What follows belongs to an exercise in optimizing a design on an open flow for small area; a production flow would make more cautious choices. Function was checked by simulation only, so behaviour that the tests miss may differ from the original.

===== config.mk =====
export PLATFORM = sky130hd
export DESIGN_NAME = neuron07
export DESIGN_NICKNAME = neuron07
export VERILOG_FILES = /design/flow/design.v
export SDC_FILE = /design/flow/constraint.sdc
export NUM_CORES = 4
export LEC_CHECK = 0
export CAP_MARGIN = 20
export CORE_MARGIN = 2
export CORE_UTILIZATION = 40
export PLACE_DENSITY = 0.6
export SLEW_MARGIN = 20

===== constraint.sdc =====
create_clock -name core_clock -period 8.0 [get_ports {i_clk}]
set_input_delay 1.6000 -clock core_clock [delete_from_list [all_inputs] [get_ports {i_clk}]]
set_output_delay 1.6000 -clock core_clock [all_outputs]
set_load 0.01 [all_outputs]

===== design.v =====
`timescale 1us / 100ns
module neuron07#(
	parameter   DATA_LENGTH				= 32,
	parameter	TAU_BUF					= 32,
	parameter	TAU_INT					= 1024,
	parameter	MAX_THRESHOLD_VOLTAGE	= 32'd4080218931,
	parameter	MIN_THRESHOLD_VOLTAGE	= 32'd3650722202,
	parameter	THRESHOLD_CONTRIBUTION	= 32'd128849019,
	parameter	TAU_THR					= 1024,
	parameter	MAX_RESTING_VOLTAGE		= 32'd644245094,
	parameter	MIN_RESTING_VOLTAGE		= 32'd214748365,
	parameter	RESTING_CONTRIBUTION	= 32'd171798692,
	parameter	TAU_RST					= 1024,
	parameter	CLK_COUNT				= 500)(
    input							i_clk,
    input							i_rst,
    input		[DATA_LENGTH-1:0]	i_spike,
    output reg						o_spike,
	output  	[DATA_LENGTH-1:0]	o_internal_state,
	output  	[DATA_LENGTH-1:0]	o_rst_vol, 
	output  	[DATA_LENGTH-1:0]	o_thr_vol
    );
	reg			[DATA_LENGTH-1:0]	r_input_buffer;  
	reg			[DATA_LENGTH-1:0]	r_input_spike;  
	reg			[DATA_LENGTH-1:0]	r_refractory_counter;
	reg			[DATA_LENGTH-1:0]	r_int_vol;	 
	reg			[DATA_LENGTH-1:0]	r_rst_vol;	 
    reg			[DATA_LENGTH-1:0]	r_thr_vol;	 
	assign o_internal_state = r_int_vol; 
	assign o_rst_vol = r_rst_vol; 
	assign o_thr_vol = r_thr_vol; 
	always@( posedge i_clk ) begin	 
		if( i_rst == 1 ) begin
			o_spike <= 0;
		end else begin
			if( r_int_vol < r_thr_vol ) begin
				o_spike <= 0;
			end else begin
				o_spike <= 1;
			end
		end
	end
	always@( posedge i_clk ) begin	 
		if( i_rst == 1 ) begin
			r_input_buffer <= 0;
		end else begin
			if( r_refractory_counter == 0 ) begin
				r_input_buffer <= r_input_buffer + i_spike - r_input_buffer/TAU_BUF;	
			end else begin
				r_input_buffer <= 0;
			end
		end
	end
	always@( posedge i_clk ) begin	 
		if( i_rst == 1 ) begin
			r_input_spike <= 0;
			r_refractory_counter <= 0;
		end else begin
			if( r_int_vol < r_thr_vol ) begin
				if( r_refractory_counter == 0 ) begin
					r_input_spike <= r_input_buffer/TAU_BUF;
				end else begin
					r_input_spike <= 0;
					r_refractory_counter <= r_refractory_counter - 1;
				end
			end else begin
				r_input_spike <= 0;
				r_refractory_counter <= CLK_COUNT;  
			end
		end
	end
    always@( posedge i_clk ) begin	 
		if( i_rst == 1 ) begin
			r_int_vol <= r_rst_vol;
		end else begin
			if( r_int_vol < r_thr_vol ) begin
				if( r_int_vol <= r_rst_vol ) begin
					r_int_vol <= r_int_vol + (r_rst_vol - r_int_vol)/TAU_RST + r_input_spike;
				end else begin
					r_int_vol <= r_int_vol - (r_int_vol-r_rst_vol)/TAU_RST + r_input_spike;
				end
			end else begin
				r_int_vol <= r_rst_vol - RESTING_CONTRIBUTION + (MAX_RESTING_VOLTAGE - r_rst_vol)/TAU_RST;
			end
		end
	end
	always@( posedge i_clk ) begin	 
		if( i_rst == 1 ) begin
			r_rst_vol <= MAX_RESTING_VOLTAGE;
		end else begin
			if( r_rst_vol >= MAX_RESTING_VOLTAGE ) begin
				if( r_int_vol < r_thr_vol ) begin
					r_rst_vol <= MAX_RESTING_VOLTAGE; 
				end else begin
					r_rst_vol <= MAX_RESTING_VOLTAGE - RESTING_CONTRIBUTION; 
				end
			end else if( r_rst_vol < MIN_RESTING_VOLTAGE ) begin
				r_rst_vol <= MIN_THRESHOLD_VOLTAGE;
			end else begin
				if( r_int_vol < r_thr_vol ) begin
					r_rst_vol <= r_rst_vol + (MAX_RESTING_VOLTAGE - r_rst_vol)/TAU_RST;
				end else begin
					r_rst_vol <= r_rst_vol - RESTING_CONTRIBUTION + (MAX_RESTING_VOLTAGE - r_rst_vol)/TAU_RST;
				end
			end
		end
	end
	always@( posedge i_clk ) begin	 
		if( i_rst == 1 ) begin
			r_thr_vol <= MIN_THRESHOLD_VOLTAGE;
		end else begin
			if( r_thr_vol > MAX_THRESHOLD_VOLTAGE ) begin
				r_thr_vol <= MAX_THRESHOLD_VOLTAGE;
			end else if( r_thr_vol <= MIN_THRESHOLD_VOLTAGE ) begin
				if( r_int_vol < r_thr_vol ) begin
					r_thr_vol <= MIN_THRESHOLD_VOLTAGE;
				end else begin
					r_thr_vol <= MIN_THRESHOLD_VOLTAGE + THRESHOLD_CONTRIBUTION;
				end
			end else begin
				if( r_int_vol < r_thr_vol ) begin
					r_thr_vol <= r_thr_vol - (r_thr_vol - MIN_THRESHOLD_VOLTAGE)/TAU_THR;
				end else begin
					r_thr_vol <= r_thr_vol + THRESHOLD_CONTRIBUTION - (r_thr_vol - MIN_THRESHOLD_VOLTAGE)/TAU_THR;
				end
			end
		end
	end
endmodule

===== run.sh =====
#!/bin/bash
# synth_recipe.tcl (not shown) runs the flow's synth.tcl, then flattens the netlist and writes it again
# the make line also repeats each setting of config.mk as NAME=value (left out here)
make -C /OpenROAD-flow-scripts/flow DESIGN_CONFIG=/design/flow/config.mk WORK_HOME=/design/flow/orfs CLKGATE_MAP_FILE= SYNTH_SCRIPT=/design/flow/synth_recipe.tcl finish

==> reports/results.ini <==
[status]
outcome=no timing/DRC/antenna violations

[finish]
antenna_cells=0
drive_above_1_share=0.03722
final_cells=4041
n_fill_cell=6186
syn2layout_area_growth_pct=10.73
nets=3730

[timing]
fin_setup_tns_ns=0
final_max_slew_viol_count=0
period_needed_ns=6.286
final-setup-viol-count=0
worst_pin_slew_ns=0.9721
rsz0062_at_grt=false
fmax_mhz=159.1
layout_worst_path_cycle_share=0.7858
maxSlewHeadroom=0.3435
hold_violations=0
clock_skew_ns=0.02168

[grt]
grt_use_total=0.2650
grt_pass1_vias=21500
gr-total-overflow=0
antenna_found_initial=0
grt_max_degree=65
grt_first_pass_wirelength_um=129500

[floorplan]
design.core.area_um2=61370
boundaryPins=131
rows=91
die_height_um=252.7
initial_core_util=0.4031
die_w_um=252.7
dieArea_um2=63850

[hold_path]
hp-class=reg2reg

[yosys]
synth_edf_count=0
ys.warnings.count=1
yosys_register_bits=188
synth.avg_cell_area_um2=7.811
synthDistinctLibCells=102
syn_nets=3659
ys_seq_area_frac=0.1521
syn_area_um2=24740
ys.flop_type=dfxtp_1
syn-instance-count=3167
async_flop_share=0

[detailed_routing]
routed_wl_um=84460
wl_per_cell_um=20.90
num_vias=22910
drt_iter0_markers=2146
drtAntennaViolNets=0
remaining_drc_errors=0
drt-pass1-iter-count=5
viasPerCell=5.669

[clock_tree]
cts_hold_buf=0
numCtsBuffers=17
post_cts_buffers=0
cts_tree=built
clockRootBuffer=clkbuf_16
cts_resized=0
clk_latency_ns=0.52
clock_sinks=188
clk_pin_slew_ns=0.08
htree_levels=4
clk_path_buf_depth=2

[setup_path]
critPathArrivalTime_ns=6.64
startpoint_type=flip-flop
cp-end-kind=flip-flop
crit_fanout=5
cp.required_ns=8.35
crit_type=reg2reg

[job]
cap_violations=0

[place]
dpl.hpwl_um=68280
placed_cells=4009
io_buffers=130
routabilityCongestion=0.9657

[layer usage]
layer,global-route usage,share of wire,vias to the layer above
li1,-,-,11140
met1,0.3762,0.46,10790
met2,0.3974,0.42,869
met3,0.05077,0.081,112
met4,0.09383,0.034,0
met5,0,0,-
[placed cells by master, fill, tap and decap left out, types with 25 or more instances in the layout]
cell type / n
a21oi_1: 264
nand2_1: 213
nor4_1: 25
a211oi_1: 36
nor2_1: 222
nand3_1: 60
xor2_1: 89
nor3_1: 87
nor2b_1: 32
ha_1: 362
nand4_1: 33
o21bai_1: 37
nand2b_1: 37
o21ai_0: 136
inv_1: 442
dfxtp_1: 188
a31oi_1: 40
a21o_1: 107
fa_1: 96
o21a_1: 31
xnor2_1: 190
clkdlybuf4s50_1: 129
[per-stage QoR]
| stage | instance area (um2) | hold WS (ns) | util | setup slack, ns |
|---|---|---|---|---|
| 2_1_floorplan | 24740 | 0.4499 | - | 2.586 |
| 3_3_place_gp | 26760 | 0.4682 | 0.4360 | 1.862 |
| 3_5_place_dp | 26760 | 0.4711 | 0.4360 | 1.821 |
| 4_1_cts | 27390 | 0.4819 | 0.4464 | 1.776 |
| 5_1_grt | 27390 | 0.5014 | 0.4464 | 1.269 |
| 6_report | 27390 | 0.4785 | 0.4464 | 1.714 |
[synth_stat cells, types with 37 or more instances]
| cell type | n | share of area |
|---|---|---|
| xor2_1 | 89 | 0.032 |
| nor2_1 | 222 | 0.034 |
| nor3_1 | 88 | 0.018 |
| xnor2_1 | 190 | 0.067 |
| nand2_1 | 215 | 0.033 |
| ha_1 | 362 | 0.18 |
| o21bai_1 | 37 | 0.011 |
| a31oi_1 | 40 | 0.010 |
| nand2b_1 | 37 | 0.0094 |
| nand3_1 | 60 | 0.012 |
| a21oi_1 | 264 | 0.053 |
| clkbuf_1 | 56 | 0.0085 |
| o21ai_0 | 136 | 0.028 |
| fa_1 | 96 | 0.078 |
| dfxtp_1 | 188 | 0.15 |
| inv_1 | 442 | 0.067 |
| a21o_1 | 107 | 0.032 |
[worst max-delay path, stage by stage, from the launching register on]
cell	delay, ns
dfxtp_1	0.40
inv_1	0.15
ha_1	0.36
or4_1	0.54
o2111ai_2	0.11
a31o_4	0.14
a21oi_4	0.08
a21oi_1	0.42
inv_1	0.08
a21oi_1	0.26
nor2b_1	0.08
o31ai_1	0.39
fa_1	0.50
inv_1	0.07
ha_1	0.19
o21ai_0	0.15
nor4_1	0.40
o21ai_0	0.20
a21boi_0	0.51
o31ai_1	0.22
and2_1	0.22
o21bai_1	0.18
xor2_1	0.09
a211oi_1	0.30
a211oi_1	0.09
[flip-flops by register name, summed over array words and instances, names as in the netlist]
signal and cells:
r_input_spike 27, r_input_buffer 32, r_thr_vol 32, r_rst_vol 32, r_int_vol 32, o_spike 1
r_refractory_counter 32
[kinds of logic after synthesis]
logic type                 synth area share
AOI/OAI and AO/OA                    0.2447
and+or+nand+nor                      0.1567
buffers and inverters               0.08274
adders and majority gates            0.2608
xor gates and xnor gates            0.09878
DFF                                  0.1521
muxes                              0.004097
[area by class of cell]
class                   instances  area [um2]  share of cell area
clock inverters                14       207.7            0.007582
well taps                     790       988.4             0.03608
clock buffers                  18       429.2             0.01567
inverters                     442        1659             0.06056
flip-flops and latches        188        3764              0.1374
multi-input cells            2445       18940              0.6916
repair buffers                144        1401             0.05116
[final timing paths]
check	from	endpoint	slack (ns)	cells past startpoint
max	r_int_vol[4]	r_int_vol[24]	1.71	24
min	r_refractory_counter[13]	r_refractory_counter[13]	0.48	2
max reg2reg	r_int_vol[4]	r_int_vol[24]	1.71	24
min reg2reg	r_refractory_counter[13]	r_refractory_counter[13]	0.48	2

[what the ideal ports hide]
The flow's constraints put no driver on any port. The routed layout listed below was extracted and timed again, unchanged, in two steps.
Step 1 assumes that a clkbuf_16 drives the clock port and a buf_2 every other input.
Step 2 also shifts input and output timing later by t, the mid clock arrival at the registers, as if the neighbouring blocks saw the same clock.
Slacks: ideal ports / drivers / drivers and shift; pairs: ideal ports / drivers.
t, ns: 0.568
slack for setup (ns): 1.714 / 1.714 / 1.714
clock arrival spread, ns: 0.022 / 0.021
After both steps setup and hold are still met in this run. The setup slack of this run moves by 0.000 ns with the drivers and by 0.000 ns with both steps.
